This is an optimization exercise on Yosys and OpenROAD, whose aim is small area, not a production implementation. Where RTL was checked, it was by simulation tests only, not by an equivalence proof against the original. No functional check of the RTL was part of run 2. No activity file was given, so power comes from the tool's default toggle rates.

<file path="flow/config.mk">
export PLATFORM = sky130hd
export DESIGN_NAME = vending_machine
export DESIGN_NICKNAME = vending_machine
export VERILOG_FILES = /design/flow/design.v
export SDC_FILE = /design/flow/constraint.sdc
export NUM_CORES = 4
export LEC_CHECK = 0
export CAP_MARGIN = 20
export CORE_MARGIN = 2
export CORE_UTILIZATION = 40
export SLEW_MARGIN = 20
</file>
<file path="flow/run.sh">
#!/bin/bash
# synth_recipe.tcl (not shown) runs the flow's synth.tcl, then flattens the netlist and writes it again
# the make line also repeats each setting of config.mk as NAME=value (left out here)
make -C /OpenROAD-flow-scripts/flow DESIGN_CONFIG=/design/flow/config.mk WORK_HOME=/design/flow/orfs CLKGATE_MAP_FILE= SYNTH_SCRIPT=/design/flow/synth_recipe.tcl finish
</file>
<file path="flow/design.v">
`timescale 1ns / 1ps
module vending_machine(
input			CLK,
input			RESET,
input			RELOAD,
input			CARD_IN,
input	[2:0]	ITEM_CODE,
input			KEY_PRESS,
input			VALID_TRN,
output	reg		VEND,
output	reg		INVALID_SEL,
output	reg[2:0]	COST,
output	reg		FALID_TRAN
);
parameter IDEL = 4'b0000,
		RELOADING = 4'b0001,
		AWAIT_KEY1 = 4'B0010,	
		AWAIT_KEY2 = 4'b0011, 
		INVALID_SELECTION = 4'b0100,
		AWAIT_VALID_TRAN = 4'b0101,
		FAILURE = 4'b0110,
		VENDING = 4'b0111;
reg [3:0] current_state;
reg [3:0] code1;
reg [3:0] code2;
reg	[2:0]	time_cnt;
reg	[3:0]	stored_10_left;
reg	[3:0]	stored_11_left;
reg	[3:0]	stored_12_left;
reg	[3:0]	stored_13_left;
reg	[3:0]	stored_14_left;
reg	[3:0]	stored_20_left;
reg	[3:0]	stored_21_left;
reg	[3:0]	stored_22_left;
reg	[3:0]	stored_23_left;
reg	[3:0]	stored_24_left;
always@(posedge CLK)
	begin
		if(RESET)
			begin
				stored_10_left <=0;
				stored_11_left <=0;
				stored_12_left <=0;
				stored_13_left <=0;
				stored_14_left <=0;
				stored_20_left <=0;
				stored_21_left <=0;
				stored_22_left <=0;
				stored_23_left <=0;
				stored_24_left <=0;
				code1 <=0;
				code2 <=0;
				VEND <= 0;
				INVALID_SEL<=0;
				COST <= 0;
				FALID_TRAN <=0;
				time_cnt <= 0;
				current_state <= IDEL;
			end
else
case(current_state)
	IDEL :
		begin
			code1 <=0;
			code2 <=0;
			VEND <= 0;
			INVALID_SEL<=0;
			COST <= 0;
			FALID_TRAN <=0;
			time_cnt <= 0;
			if(CARD_IN)
				current_state <= AWAIT_KEY1;
			else if(RELOAD)
				begin
					current_state <= RELOADING;
				end
		end
	 RELOADING:
		begin
			current_state <= IDEL;
			stored_10_left <=10;
			stored_11_left <=10;
			stored_12_left <=10;
			stored_13_left <=10;
			stored_14_left <=10;
			stored_20_left <=10;
			stored_21_left <=10;
			stored_22_left <=10;
			stored_23_left <=10;
			stored_24_left <=10;
		end
	AWAIT_KEY1:
		begin
			if(time_cnt == 4)
				begin
					time_cnt <=0;
					current_state <= IDEL;
				end
			else if(KEY_PRESS)
				begin
					time_cnt <=0;
					code1 <= ITEM_CODE;
					current_state <= AWAIT_KEY2;
				end
			else
				time_cnt <= time_cnt + 1'b1;
		end
	AWAIT_KEY2:
		begin
		if(time_cnt == 4)
			begin
				time_cnt <=0;
				current_state <= IDEL;
				INVALID_SEL <=1;
			end
		else if(KEY_PRESS)
			begin
			time_cnt <=0;
			if(code1==4'd1 && ITEM_CODE == 4'd0 && (stored_10_left > 0))
				begin
					code2 <=ITEM_CODE;
					COST <= 2;
					current_state <= AWAIT_VALID_TRAN;
				end
			else if(code1==4'd1 && ITEM_CODE == 4'd1 && (stored_11_left > 0))
				begin
					code2 <=ITEM_CODE;
					COST <= 2;
					current_state <= AWAIT_VALID_TRAN;
				end
			else if(code1==4'd1 && ITEM_CODE == 4'd2 && (stored_12_left > 0))
				begin
					code2 <=ITEM_CODE;
					COST <= 2;
					current_state <= AWAIT_VALID_TRAN;
				end
			else if(code1==4'd1 && ITEM_CODE == 4'd3 && (stored_13_left > 0))
				begin
					code2 <=ITEM_CODE;
					COST <= 2;
					current_state <= AWAIT_VALID_TRAN;
				end
			else if(code1==4'd1 && ITEM_CODE == 4'd4 && (stored_14_left > 0))
				begin
					code2 <=ITEM_CODE;
					COST <= 2;
					current_state <= AWAIT_VALID_TRAN;
				end
			else if(code1==4'd2 && ITEM_CODE == 4'd0 && (stored_20_left > 0))
				begin
					code2 <=ITEM_CODE;
					COST <= 5;
					current_state <= AWAIT_VALID_TRAN;
				end
			else if(code1==4'd2 && ITEM_CODE == 4'd1 && (stored_21_left > 0))
				begin
					code2 <=ITEM_CODE;
					COST <= 5;
					current_state <= AWAIT_VALID_TRAN;
				end
			else if(code1==4'd2 && ITEM_CODE == 4'd2 && (stored_22_left > 0))
				begin
					code2 <=ITEM_CODE;
					COST <= 5;
					current_state <= AWAIT_VALID_TRAN;
				end
			else if(code1==4'd2 && ITEM_CODE == 4'd3 && (stored_23_left > 0))
				begin
					code2 <=ITEM_CODE;
					COST <= 5;
					current_state <= AWAIT_VALID_TRAN;
				end
			else if(code1==4'd2 && ITEM_CODE == 4'd4 && (stored_24_left > 0))
				begin
					code2 <=ITEM_CODE;
					COST <= 5;
					current_state <= AWAIT_VALID_TRAN;
				end
			else
				begin
				INVALID_SEL <=1;
				current_state <= INVALID_SELECTION;
				end
			end
		else
			time_cnt <= time_cnt + 1'b1;
		end
	INVALID_SELECTION:
		begin
			INVALID_SEL <=0;
			current_state <= IDEL;	
		end
	AWAIT_VALID_TRAN:
		begin
			if(time_cnt == 4)
				begin
					time_cnt <=0;
					current_state <= FAILURE;
					FALID_TRAN <=1;
				end
			else if(VALID_TRN)
				begin
					time_cnt <=0;
					current_state <= VENDING;
					VEND <= 1;
				end
			else
				time_cnt <= time_cnt + 1'b1;
		end
	FAILURE:
		begin
			FALID_TRAN <=0;
			current_state <= IDEL;
		end
	VENDING:
		begin
			VEND <= 0;
			current_state <= IDEL;
			if(code1==4'd1 && code2 == 4'd0 && (stored_10_left > 0))
				begin
					stored_10_left <= stored_10_left -1'b1;
				end
			else if(code1==4'd1 && code2 == 4'd1 && (stored_11_left > 0))
				begin
					stored_11_left <= stored_11_left -1'b1;
				end
			else if(code1==4'd1 && code2 == 4'd2 && (stored_12_left > 0))
				begin
					stored_12_left <= stored_12_left -1'b1;
				end
			else if(code1==4'd1 && code2 == 4'd3 && (stored_13_left > 0))
				begin
					stored_13_left <= stored_13_left -1'b1;
				end
			else if(code1==4'd1 && code2 == 4'd4 && (stored_14_left > 0))
				begin
					stored_14_left <= stored_14_left -1'b1;
				end
			else if(code1==4'd2 && code2 == 4'd0 && (stored_20_left > 0))
				begin
					stored_20_left <= stored_20_left -1'b1;
				end
			else if(code1==4'd2 && code2 == 4'd1 && (stored_21_left > 0))
				begin
					stored_21_left <= stored_21_left -1'b1;
				end
			else if(code1==4'd2 && code2 == 4'd2 && (stored_22_left > 0))
				begin
					stored_22_left <= stored_22_left -1'b1;
				end
			else if(code1==4'd2 && code2 == 4'd3 && (stored_23_left > 0))
				begin
					stored_23_left <= stored_23_left -1'b1;
				end
			else if(code1==4'd2 && code2 == 4'd4 && (stored_24_left > 0))
				begin
					stored_24_left <= stored_24_left -1'b1;
				end
		end
endcase
end	 
endmodule
</file>
<file path="flow/constraint.sdc">
create_clock -name core_clock -period 8.0 [get_ports {CLK}]
set_input_delay 1.6000 -clock core_clock [delete_from_list [all_inputs] [get_ports {CLK}]]
set_output_delay 1.6000 -clock core_clock [all_outputs]
set_load 0.01 [all_outputs]
</file>
==> run notes, run 1 <==
Inserted Clock Buffers 9; met3 Use GR 3.83%; met1 GRT Util 24.6%; met2 Usage GRT between 20 and 30%; Root Buffer clkbuf_8; Yosys warnings 1; clk sinks 57; Total Wirelength 8480 um; PortBufs 14; ranking of synthesized cells by area dfxtp_1 (33%), ha_1 (8.0%), nor2_1 (4.8%), nand2_1 (3.3%), a21oi_1 (3.2%); # resized after CTS 0; Ant. Diodes 0; Max Clk Rate 293 MHz; TNS Setup 0 ps; Die Area 9380 sq um; CP Launch Type input port; via/cell ratio 5.88; H-tree Lvls 3; number of synthesized flops with an enable pin 0; worst slew pin tran 841 ps; starting density of the core approximately two fifths; area growth from synthesis to layout 12.0%; DP HPWL 5770 um; critical path, cell by cell clkdlybuf4s50_1 > nand2b_1 > nor3b_1 > o31ai_1 > a31oi_1 > a211oi_1; DR WL/cell 16.0 um; Synth top cells by count dfxtp_1 (57), nor2_1 (44), nand2_1 (30); post-synth top area cell dfxtp_1; leak pwr approximately 1.4 nW; cell area after synthesis around 3400 sq um; slowest CP cell o31ai_1; register area share after synthesis roughly a third; crit end category register; postcts setup bufs 0; Post-Syn Area per Cell 8.29 sq um; Placeable Area a little over 8000 sq um; Mapped Nets roughly 450; DR pass1 iterations 5; crit-path max cell delay 710 ps; Post-synth top flop dfxtp_1; max-slew violation count 0; Slew HR 43.8%; most crowded layer after global routing met2; Die X 96.9 um; total congestion overflow 0; HP Start COST[1]; ANT nets after route 0; setup ws final 4580 ps; post-synth top area share 33.1%; most common cell in the netlist dfxtp_1; vias in the first global route around 2.8k; VDD IR max 0.0952 mV; clk buf depth 2; post-synthesis cell count between 400 and 500; critical path type input port to register; max-cap violations 0; Final Non-Filler Cells 530; largest net degree at the start of global routing 44; RSZ-0062 raised after global routing false; placed cells 514; DR vias just over 3k; synth unique cells 57; share of cells above drive strength 1 8.94%; PwrDens between 200 and 250 nW/um^2; outcome timing/DRC/antenna clean; Final Power 0.960 mW; asr flop ratio synth 0%; CP max FO 9; die span in y 96.9 um; Clk pin slew, worst setup/hold paths 70 ps; Layout Nets 451; Routability Congestion 0.772; Final Hold Viols 0; Hold Buf Count CTS 0; final setup violation count 0; Arr. time, crit path 3670 ps; R2R Path Start current_state[1]; Critical Path RT 8250 ps; # IOs 15; initial antenna violation count 0; Worst-Skew Late Latency roughly 340 ps; Tmin final 3420 ps; dpl ws approximately 4300 ps; Final period util between 40% and 50%; Worst Skew 7.75 ps; Total Routing Usage GR 18.2%; DRC violations left 0; Tightest Hold Check Type register to register; Worst Setup SP ITEM_CODE[2]; DRT iter0 DRCs 169; Seq cells post-synth 57; # fillers 825; num rows 33; first-pass GRT wire length 13900 um; CTS tree done
==> layout by cell type (no fill, tap or decap), types with 4 or more instances in the layout <==
master | synthesis | layout
a21oi_1 | 22 | 22
nand3_1 | 9 | 9
nor3b_1 | 10 | 10
a31o_2 | 7 | 7
a22oi_1 | 4 | 4
mux2i_1 | 5 | 5
o31ai_1 | 9 | 9
or3b_2 | 4 | 4
inv_1 | 25 | 25
clkbuf_8 | 0 | 11
dfxtp_1 | 57 | 57
nand2_1 | 30 | 30
clkdlybuf4s50_1 | 0 | 14
or4_1 | 7 | 7
a31oi_1 | 15 | 15
or3_1 | 5 | 5
o21ai_0 | 11 | 11
nor3_1 | 13 | 13
nand2b_1 | 11 | 11
a311oi_1 | 7 | 7
ha_1 | 22 | 22
xor2_1 | 9 | 9
nand4_1 | 11 | 11
nor2_1 | 44 | 44
a211oi_1 | 5 | 5
==> per-stage QoR <==
step / hold slack (ps) / util, % / instance area, sq um
global placement: 456 / 43.8 / 3630
CTS: 464 / 46.6 / 3860
floorplan: 458 / - / 3450
detailed placement: 454 / 43.8 / 3630
finish: 458 / 46.6 / 3860
global route: 486 / 46.6 / 3860
==> power by group <==
| part | internal (mW) | switching [mW] | leakage (nW) |
|---|---|---|---|
| clock | 0.191 | 0.121 | 0.115 |
| sequential | 0.330 | 0.0456 | 0.466 |
| combinational | 0.116 | 0.156 | 0.821 |
| total | 0.637 | 0.323 | 1.40 |
==> path summary, 6_finish.rpt <==
check | endpoint | slack, ps | cells past startpoint
min | COST[1] | 460 | 2
min reg2reg | COST[1] | 460 | 2
max reg2reg | stored_13_left[2] | 5300 | 5
max | INVALID_SEL | 4580 | 6
==> worst max-delay path, delay by kind of cell <==
family	cells	cell delay (ps)
compound gates	3	1120
buf+inv	1	660
simple gates	2	280
==> cell families (layout without fill, tap and decap cells) <==
kind of cell | count (synthesis) | in the layout | share of synthesized area, %
AOI/OAI and AO/OA | 103 | 103 | 21.7
xor gates and xnor gates | 12 | 12 | 3.05
adders and majority gates | 22 | 22 | 7.98
buffers and inverters | 49 | 58 | 5.84
DFF | 57 | 57 | 33.1
muxes | 5 | 5 | 1.45
and+or+nand+nor | 168 | 168 | 26.9
==> cell type report <==
cell class                 instances  area [sq um]  area share, %
multi-input combinational        310          2110           54.5
sequential                        57          1140           29.5
timing repair buffer              17           163           4.21
clock buffer                      11           151           3.92
tap                              105           131           3.40
inverter                          25          93.8           2.43
clock inverter                     5          77.6           2.01
==> registers in the layout, indices dropped and copies added (netlist names), 2 cells and up <==
register / flops
code2: 3
stored_23_left: 4
stored_10_left: 4
stored_21_left: 4
code1: 3
stored_20_left: 4
stored_13_left: 4
stored_11_left: 4
current_state: 3
time_cnt: 3
stored_14_left: 4
stored_12_left: 4
COST: 2
stored_22_left: 4
stored_24_left: 4
==> layer usage <==
metal | share of wire [%] | vias to the layer above
met5 | 0 | -
met4 | 1.1 | 0
met3 | 3.5 | 12
met2 | 46 | 60
met1 | 49 | 1508
li1 | - | 1536
==> run 2, diff against run 1 <==
==> flow/design.v (replaced) <==
module vending_machine(
input			CLK,
input			RESET,
input			RELOAD,
input			CARD_IN,
input	[2:0]	ITEM_CODE,
input			KEY_PRESS,
input			VALID_TRN,
output	reg		VEND,
output	reg		INVALID_SEL,
output	[2:0]	COST,
output	reg		FALID_TRAN
);
reg k1, k2, pay;
reg [2:0] t;
reg [2:0] x;
reg cost2, cost5;
assign COST = {cost5, cost2, cost5};
wire idle_act = ~(k1 | k2 | pay | t[0]);
wire t4 = t[2] & ~t[0];
wire nt4 = ~t4;
wire load = idle_act & ~CARD_IN & RELOAD;
wire c1 = ~x[2] & ~x[1] & x[0];
wire c2 = ~x[2] & x[1] & ~x[0];
wire [9:0] z;
wire [4:0] a;
genvar gi;
generate for (gi = 0; gi < 5; gi = gi + 1) begin : g_av
	assign a[gi] = (c1 & ~z[gi]) | (c2 & ~z[gi + 5]);
end endgenerate
wire avail = ITEM_CODE[2] ? (~ITEM_CODE[1] & ~ITEM_CODE[0] & a[4]) : a[ITEM_CODE[1:0]];
wire key2_go = k2 & nt4 & KEY_PRESS;
wire sel_ok = key2_go & avail;
wire stay = ~RESET & nt4 & (((k1 | k2) & ~KEY_PRESS) | (pay & ~VALID_TRN));
always @(posedge CLK) begin
	VEND <= ~RESET & pay & nt4 & VALID_TRN;
	FALID_TRAN <= ~RESET & pay & t4;
	INVALID_SEL <= ~RESET & k2 & (t4 | (KEY_PRESS & ~avail));
	cost2 <= ~RESET & ((sel_ok & c1) | (cost2 & ~idle_act));
	cost5 <= ~RESET & ((sel_ok & c2) | (cost5 & ~idle_act));
	k1 <= ~RESET & ((idle_act & CARD_IN) | (k1 & nt4 & ~KEY_PRESS));
	k2 <= ~RESET & ((k1 & nt4 & KEY_PRESS) | (k2 & nt4 & ~KEY_PRESS));
	pay <= ~RESET & (sel_ok | (pay & nt4 & ~VALID_TRN));
	t[2] <= stay & t[1];
	t[1] <= stay & t[0];
	t[0] <= (stay & ~t[2]) | (~RESET & (load | (pay & (t4 | VALID_TRN)) | (key2_go & ~avail)));
end
always @(posedge CLK)
	if (KEY_PRESS & ~pay)
		x <= ITEM_CODE;
wire [4:0] sel;
assign sel[0] = ~x[2] & ~x[1] & ~x[0];
assign sel[1] = ~x[1] & x[0];
assign sel[2] = x[1] & ~x[0];
assign sel[3] = x[1] & x[0];
assign sel[4] = x[2];
wire v_lo = VEND & cost2 & ~RESET;
wire v_hi = VEND & cost5 & ~RESET;
wire lr = load | RESET;
wire load_n = load & ~RESET;
generate for (gi = 0; gi < 10; gi = gi + 1) begin : g_stock
	reg [3:0] q;
	wire d = (gi < 5 ? v_lo : v_hi) & sel[gi % 5];
	wire h = ~(d | lr);
	wire n0 = ~(q[0] & q[3]);
	wire [3:0] nx;
	assign z[gi] = ~(q[0] | q[3]);
	vm_ao22  u0 (.a(h), .b(q[0]), .c(d), .e(n0),   .y(nx[0]));
	vm_ao221 u1 (.a(h), .b(q[1]), .c(d), .e(q[0]), .k(RESET),  .y(nx[1]));
	vm_ao221 u2 (.a(h), .b(q[2]), .c(d), .e(q[1]), .k(RESET),  .y(nx[2]));
	vm_ao221 u3 (.a(h), .b(q[3]), .c(d), .e(q[2]), .k(load_n), .y(nx[3]));
	always @(posedge CLK)
		q <= nx;
end endgenerate
endmodule
module vm_ao22(input a, input b, input c, input e, output y);
	assign y = (a & b) | (c & e);
endmodule
module vm_ao221(input a, input b, input c, input e, input k, output y);
	assign y = (a & b) | (c & e) | k;
endmodule
--- a/flow/config.mk
+++ b/flow/config.mk
@@ -11 +11,2 @@
 export SLEW_MARGIN = 20
+export SYNTH_HIERARCHICAL = 1
==> run notes, run 2 <==
leak pwr 0.872 nW (-38%); post-synthesis cell count 201 (-52%); outcome timing/DRC/antenna clean; Largest Register g_stock.q; asr flop ratio synth 0% (unchanged); max-slew violation count 0 (unchanged); placed cells 279 (-46%); crit end category register; # resized after CTS 0 (unchanged); Critical Path RT 8200 ps (-50 ps); CTS tree done; Root Buffer clkbuf_8; DR WL/cell 14.0 um (-12%); final setup violation count 0 (unchanged); PwrDens 209 nW/um^2 (-16%); CP Launch Type input port; dpl ws 4140 ps (-129 ps); Total Routing Usage GR 15.8% (-2.4 points); largest net degree at the start of global routing 34 (-23%); Largest regs g_stock.q (40), t (3), x (3); multi-input logic area 893 sq um (-58%); Final Non-Filler Cells 287 (-46%); register area share after synthesis 53.9% (+21 points); clk sinks 54 (-5.3%); Worst Skew 9.62 ps (+1.87 ps); number of synthesized flops with an enable pin 3 (+3); Layout Nets 225 (-50%); H-tree Lvls 2 (-1); Ant. Diodes 0 (unchanged); most common cell in the netlist dfxtp_1; Mapped Nets 210 (-53%); Sequential cell area 1110 sq um (-2.6%); Arr. time, crit path 3730 ps (+60 ps); Hold Buf Count CTS 0 (unchanged); DR pass1 iterations 4 (-1); share of cells above drive strength 1 4.61% (-4.3 points); Final period util 44.0% (+1.3 points); Post-Syn Area per Cell 10.3 sq um (+24%); starting density of the core 40.9% (-0.68 points); post-synth top area share 49.5% (+16 points); postcts setup bufs 0 (unchanged); Final Hold Slack 422 ps (-35.1 ps); Tmin final 3520 ps (+105 ps); Tightest Hold Check Type register to register; critical path type input port to register; PortBufs 14 (unchanged); most frequent cells in the layout dfxtp_1 (51), nor2_1 (39), a221o_1 (30); Max Clk Rate 284 MHz (-3.0%); # fillers 485 (-41%); RSZ-0062 raised after global routing false; total congestion overflow 0 (unchanged); ANT nets after route 0 (unchanged); synth unique cells 35 (-39%); vias in the first global route 1445 (-49%); die span in y 75.8 um (-22%); area growth from synthesis to layout 13.7%; Seq cells post-synth 54 (-5.3%); DR vias 1575 (-49%); first-pass GRT wire length 6840 um (-51%); setup ws final 4480 ps (-105 ps); TNS Setup 0 ps (unchanged); Yosys warnings 7 (+6); Die Area 5740 sq um (-39%); Synth top cells by count dfxtp_1 (51), nor2_1 (39), a221o_1 (30); num rows 26 (-21%); post-synth top area cell dfxtp_1; via/cell ratio 5.49 (-6.7%); Routability Congestion 0.755 (-2.2%); DRC violations left 0 (unchanged); worst slew pin tran 888 ps (+47.4 ps); max-cap violations 0 (unchanged); Inserted Clock Buffers 5 (-4); DP HPWL 2840 um (-51%); Clk pin slew, worst setup/hold paths 100 ps (+30 ps); Slew HR 40.6% (-3.3 points); DRT iter0 DRCs 134 (-21%); clk buf depth 2 (unchanged); cell area after synthesis 2060 sq um (-40%); Die X 75.8 um (-22%); Total Wirelength 4030 um (-53%); Final Hold Viols 0 (unchanged); Post-synth top flop dfxtp_1; Placeable Area 5040 sq um (-39%); Worst-Skew Late Latency 310 ps (-30 ps); initial antenna violation count 0 (unchanged); max reg flops 40; # IOs 15 (unchanged); ranking of synthesized cells by area dfxtp_1 (50%), a221o_1 (15%), nor2_1 (7.1%), edfxtp_1 (4.4%), a22o_1 (4.3%); VDD IR max 0.0976 mV (+2.5%); CP max FO 33 (+24); most common cell after layout, fill and taps aside dfxtp_1
## run 2: cell count changes in the layout (fill, tap and decap cells not counted), moves of 8 or more
cell / change
inv_1: -21
nor3_1: -9
ha_1: -22
o31ai_1: -8
a21oi_1: -21
o21ai_0: -10
a22o_1: +10
xor2_1: -9
nand4_1: -11
a31oi_1: -15
nand2_1: -16
a221o_1: +30
## run 2: metrics by stage
step	power [mW]	utilization (%)	area [sq um]
2_1_floorplan	0.329	-	2060
3_3_place_gp	0.345	44.7	2250
3_5_place_dp	0.345	44.7	2250
4_1_cts	0.492	46.5	2340
5_1_grt	0.510	46.5	2340
6_report	0.490	46.5	2340
## run 2: critical path, stage by stage
cell,delay (ps)
clkdlybuf4s50_1,390
buf_4,240
nand3b_1,290
nor4_1,590
nor2_1,210
a221o_1,390
## run 2: path summary, 6_finish.rpt
path / from / end / slack (ps) / cells past startpoint
worst max-delay path: RESET / g_stock[0].q[1] / 4480 / 6
worst min-delay path: t[1] / t[2] / 420 / 2
worst max register to register: pay / g_stock[5].q[3] / 5730 / 5
worst min register to register: t[1] / t[2] / 420 / 2
## run 2: Yosys stat by module, one instance, submodules excluded
module / copies in the design / cell area (sq um)
vending_machine: 1 / 1670
vm_ao221: 30 / 10.0
vm_ao22: 10 / 8.76
## run 2: final cells by class
| type | count | share of cell area, % |
|---|---|---|
| Sequential cell | 54 | 47.4 |
| Clock buffer | 5 | 2.94 |
| Timing Repair Buffer | 15 | 6.30 |
| Tap cell | 70 | 3.74 |
| Clock inverter | 3 | 0.854 |
| Multi-Input combinational cell | 136 | 38.1 |
| Inverter | 4 | 0.641 |
## run 2: power by group
part	switching [mW]	internal, mW
registers	0.0102	0.286
logic	0.0216	0.0205
clock network	0.0897	0.0618
## run 2: cell families (layout without fill, tap and decap cells)
family / count (synthesis) / in the layout / share of synthesized area, %
flops: 54 / 54 / 53.9
buf+inv: 11 / 27 / 2.73
simple gates: 80 / 80 / 18.3
compound gates: 55 / 55 / 24.5
mux: 1 / 1 / 0.486
## run 2: per-layer routing
| metal | part of all wire [%] | up-vias | GRT usage [%] | routed length (um) |
|---|---|---|---|---|
| met4 | 1.2 | 0 | 4.68 | 48 |
| met3 | 3.6 | 7 | 4.37 | 144 |
| met2 | 44 | 20 | 24.7 | 1770 |
| met5 | 0 | - | 0 | 0 |
| li1 | - | 798 | - | - |
| met1 | 51 | 750 | 21.4 | 2060 |
==> run 3, diff against run 2 <==
==> flow/design.v (replaced) <==
module vending_machine(
input			CLK,
input			RESET,
input			RELOAD,
input			CARD_IN,
input	[2:0]	ITEM_CODE,
input			KEY_PRESS,
input			VALID_TRN,
output	reg		VEND,
output	reg		INVALID_SEL,
output	[2:0]	COST,
output	reg		FALID_TRAN
);
reg [1:0] s;
reg [2:0] t;
reg [2:0] x;
reg cost2, cost5;
reg [3:0] stock [0:9];
assign COST = {cost5, cost2, cost5};
wire st_idle = (s == 2'b00);
wire idle_act = st_idle & ~t[0];
wire key1 = (s == 2'b01);
wire key2 = (s == 2'b11);
wire pay  = (s == 2'b10);
wire t4 = t[2] & ~t[0];
wire [2:0] t_step = {t[1], t[0], ~t[2]};
wire load = idle_act & ~CARD_IN & RELOAD;
wire c1 = (x == 3'd1);
wire c2 = (x == 3'd2);
wire [9:0] nz;
genvar gi;
generate for (gi = 0; gi < 10; gi = gi + 1) begin : g_nz
	assign nz[gi] = stock[gi][0] | stock[gi][3];
end endgenerate
reg avail;
always @* begin
	case (ITEM_CODE)
		3'd0: avail = c1 ? nz[0] : nz[5];
		3'd1: avail = c1 ? nz[1] : nz[6];
		3'd2: avail = c1 ? nz[2] : nz[7];
		3'd3: avail = c1 ? nz[3] : nz[8];
		3'd4: avail = c1 ? nz[4] : nz[9];
		default: avail = 1'b0;
	endcase
end
wire valid = (c1 | c2) & avail;
wire key2_go = key2 & ~t4 & KEY_PRESS;
always @(posedge CLK) begin
	if (RESET) begin
		s <= 2'b00;
		t <= 3'b000;
		VEND <= 1'b0;
		FALID_TRAN <= 1'b0;
		INVALID_SEL <= 1'b0;
		cost2 <= 1'b0;
		cost5 <= 1'b0;
	end else begin
		VEND <= pay & ~t4 & VALID_TRN;
		FALID_TRAN <= pay & t4;
		INVALID_SEL <= key2 & (t4 | (KEY_PRESS & ~valid));
		cost2 <= (key2_go & valid & c1) | (cost2 & ~idle_act);
		cost5 <= (key2_go & valid & c2) | (cost5 & ~idle_act);
		case (s)
			2'b00: begin
				if (~t[0] & CARD_IN) s <= 2'b01;
				t <= {2'b00, load};
			end
			2'b01: begin
				if (t4) begin s <= 2'b00; t <= 3'b000; end
				else if (KEY_PRESS) begin s <= 2'b11; t <= 3'b000; end
				else t <= t_step;
			end
			2'b11: begin
				if (t4) begin s <= 2'b00; t <= 3'b000; end
				else if (KEY_PRESS) begin
					if (valid) begin s <= 2'b10; t <= 3'b000; end
					else begin s <= 2'b00; t <= 3'b001; end
				end
				else t <= t_step;
			end
			2'b10: begin
				if (t4 | VALID_TRN) begin s <= 2'b00; t <= 3'b001; end
				else t <= t_step;
			end
		endcase
	end
end
always @(posedge CLK)
	if (KEY_PRESS & ~pay)
		x <= ITEM_CODE;
wire dec_any = VEND & ~RESET;
wire lr = load | RESET;
wire load_n = load & ~RESET;
generate for (gi = 0; gi < 10; gi = gi + 1) begin : g_stock
	wire d = dec_any & (cost5 == (gi >= 5)) & (x == (gi % 5));
	wire h = ~(d | lr);
	wire [3:0] q = stock[gi];
	wire n0 = ~(q[0] & q[3]);
	wire [3:0] nx;
	vm_ao22  u0 (.a(h), .b(q[0]), .c(d), .e(n0),   .y(nx[0]));
	vm_ao221 u1 (.a(h), .b(q[1]), .c(d), .e(q[0]), .k(RESET),  .y(nx[1]));
	vm_ao221 u2 (.a(h), .b(q[2]), .c(d), .e(q[1]), .k(RESET),  .y(nx[2]));
	vm_ao221 u3 (.a(h), .b(q[3]), .c(d), .e(q[2]), .k(load_n), .y(nx[3]));
	always @(posedge CLK)
		stock[gi] <= nx;
end endgenerate
endmodule
module vm_ao22(input a, input b, input c, input e, output y);
	assign y = (a & b) | (c & e);
endmodule
module vm_ao221(input a, input b, input c, input e, input k, output y);
	assign y = (a & b) | (c & e) | k;
endmodule
==> run notes, run 3 <==
outcome timing/DRC/antenna clean; most frequent cells in the layout dfxtp_1 (50), a221o_1 (31), nor2_1 (29); combinational power share 19.2% (+11 points); # fillers 520 (+7.2%); via/cell ratio 5.71 (+4.0%); post-synth top area cell dfxtp_1; Yosys warnings 8 (+1); Arr. time, crit path 3910 ps (+180 ps); synth unique cells 37 (+5.7%); Post-synth top flop dfxtp_1; sequential power share 54.6% (-5.9 points); vias in the first global route 1575 (+9.0%); ANT nets after route 0 (unchanged); most common cell after layout, fill and taps aside dfxtp_1; DRT iter0 DRCs 90 (-33%); placed cells 286 (+2.5%); DP HPWL 3090 um (+8.9%); Tightest Hold Check Type register to register; max-slew violation count 0 (unchanged); VDD IR max 0.107 mV (+9.3%); max-cap violations 0 (unchanged); Worst Skew 5.36 ps (-4.26 ps); largest net degree at the start of global routing 37 (+8.8%); TNS Setup 0 ps (unchanged); register area share after synthesis 51.1% (-2.9 points); ranking of synthesized cells by area dfxtp_1 (47%), a221o_1 (15%), nor2_1 (5.1%), edfxtp_1 (4.2%), a22o_1 (4.1%); worst hold path depth 1 (-1); asr flop ratio synth 0% (unchanged); num rows 26 (unchanged); Placeable Area 5140 sq um (+1.9%); Slew HR 49.6% (+9.1 points); Largest regs stock (40), t (3), x (3); met2 Usage GRT 24.4% (-0.33 points); Post-Syn Area per Cell 10.3 sq um (+0.70%); post-synth top area share 46.8% (-2.7 points); Register-to-Register Path Depth 4 (-1); CP Launch Type input port; worst slew pin tran 749 ps (-139 ps); most crowded layer after global routing met2; leak pwr 0.870 nW (-0.28%); Die X 77.1 um (+1.7%); crit end category register; P_sw 0.166 mW (+36%); share of cells above drive strength 1 6.28% (+1.7 points); final core occ 47.2% (+0.75 points); die span in y 77.1 um (+1.7%); starting density of the core 41.6% (+0.71 points); Ant. Diodes 0 (unchanged); DR pass1 iterations 4 (unchanged); Clk pin slew, worst setup/hold paths 90 ps (about the same); met3 Use GR 3.88% (-0.48 points); # resized after CTS 0 (unchanged); Total Wirelength 4460 um (+11%); postcts setup bufs 0 (unchanged); cell area after synthesis 2140 sq um (+3.7%); Sequential cell area 1090 sq um (-1.8%); PortBufs 14 (unchanged); clk sinks 53 (-1.9%); Largest Register stock; area growth from synthesis to layout 13.6%; number of synthesized flops with an enable pin 3 (unchanged); fin area 2430 sq um (+3.6%); DRC violations left 0 (unchanged); Layout Nets 236 (+4.9%); Hold Buf Count CTS 0 (unchanged); Mapped Nets 220 (+4.8%); # IOs 15 (unchanged); Final Non-Filler Cells 293 (+2.1%); Final Hold Slack 462 ps (+39.9 ps); Final period util 46.4% (+2.4 points); Pint 0.411 mW (+12%); Critical Path RT 8200 ps (about the same); Root Buffer clkbuf_8; Synth top cells by count dfxtp_1 (50), a221o_1 (31), nor2_1 (29); area post-placement 2340 sq um (+3.8%); PwrDens 238 nW/um^2 (+14%); most common cell in the netlist dfxtp_1; post-synthesis cell count 207 (+3.0%); max reg flops 40 (unchanged); clk buf depth 2 (unchanged); RSZ-0062 raised after global routing false; Total Routing Usage GR 16.5% (+0.65 points); Switching Share 28.7% (+4.0 points); total congestion overflow 0 (unchanged); Final Hold Viols 0 (unchanged); dpl ws 3960 ps (-182 ps); Final Power 0.577 mW (+18%); met1 GRT Util 22.7% (+1.3 points); setup ws final 4290 ps (-191 ps); Max Clk Rate 269 MHz (-5.1%); DR vias 1673 (+6.2%); first-pass GRT wire length 7710 um (+13%); CP max FO 36 (+9.1%); Die Area 5940 sq um (+3.5%); initial antenna violation count 0 (unchanged); final setup violation count 0 (unchanged); Worst-Skew Late Latency 310 ps (about the same); DR WL/cell 15.2 um (+8.3%); Seq cells post-synth 53 (-1.9%); H-tree Lvls 2 (unchanged); Tmin final 3710 ps (+191 ps); Clk pwr share 26.3% (-4.6 points); Inserted Clock Buffers 5 (unchanged); Routability Congestion 0.789 (+4.5%); CTS tree done; critical path type input port to register; multi-input logic area 981 sq um (+9.8%)
==> run 3: power by group through the flow <==
stage / logic (mW) / clock network (mW) / registers (mW)
after floorplan: 0.0819 / 0 / 0.315
after global placement: 0.110 / 0 / 0.320
after detailed placement: 0.111 / 0 / 0.320
after CTS: 0.111 / 0.156 / 0.315
after global routing: 0.125 / 0.166 / 0.319
final: 0.111 / 0.152 / 0.315
==> run 3: final timing paths <==
path | start | to | slack (ps)
min reg2reg | t[1] | t[2] | 460
max reg2reg | VEND | stock[0][2] | 5920
min | t[1] | t[2] | 460
max | RESET | stock[0][2] | 4290
==> run 3: final cells by class <==
cell class | instances | share of cell area, %
sequential | 53 | 44.9
tap | 70 | 3.61
multi-input combinational | 140 | 40.4
timing repair buffer | 16 | 6.39
inverter | 7 | 1.08
clock buffer | 7 | 3.56
==> run 3: worst max-delay path: stages <==
cell             delay [ps]
clkdlybuf4s50_1         400
buf_4                   240
or3b_2                  560
nor4_1                  530
nor2_1                  190
a221o_1                 380
==> run 3: cell families after synthesis <==
kind of cell	Yosys count	synth area share, %
flops	53	51.1
simple gates	68	15.4
buf+inv	14	3.34
fa+ha+maj	4	2.34
compound gates	68	27.9
==> run 3: metal layers <==
metal | routed length, um | vias up
met2 | 1980 | 26
met3 | 161 | 7
met5 | 0 | -
li1 | - | 842
met4 | 76 | 0
met1 | 2230 | 798
==> run 3: Yosys stat by module, one instance, submodules excluded <==
module / copies in the design / flip-flops and latches / cells / cell area (sq um)
vm_ao22: 10 / 0 / 1 / 8.76
vm_ao221: 30 / 0 / 1 / 10.0
vending_machine: 1 / 53 / 167 / 1750

[what the ideal ports hide]
The flow's constraints put no driver on any port. The routed layouts listed below were extracted and timed again, unchanged, in two steps.
Step 1, drivers: a clkbuf_16 drives CLK and a buf_2 each remaining input, both assumed.
Step 2, shift: input delay + t, output delay - t, t = (earliest + latest rising clock arrival at the registers) / 2. This alone moves slack from input paths to output paths.
a / b / c = ideal ports / drivers / drivers and shift; a / b = the first two.
run | t, ns | slack for setup (ns) | worst data-port slew with drivers (ns)
run 1 | 0.365 | 4.584 / 4.594 / 4.229 | 0.04
run 2 | 0.327 | 4.479 / 4.483 / 4.156 | 0.03
run 3 | 0.332 | 4.288 / 4.297 / 3.965 | 0.03
After both steps setup and hold are still met in every run listed. For run 1, which loses most, drivers alone change the setup slack by +0.010 ns; drivers and shift together by -0.355 ns.
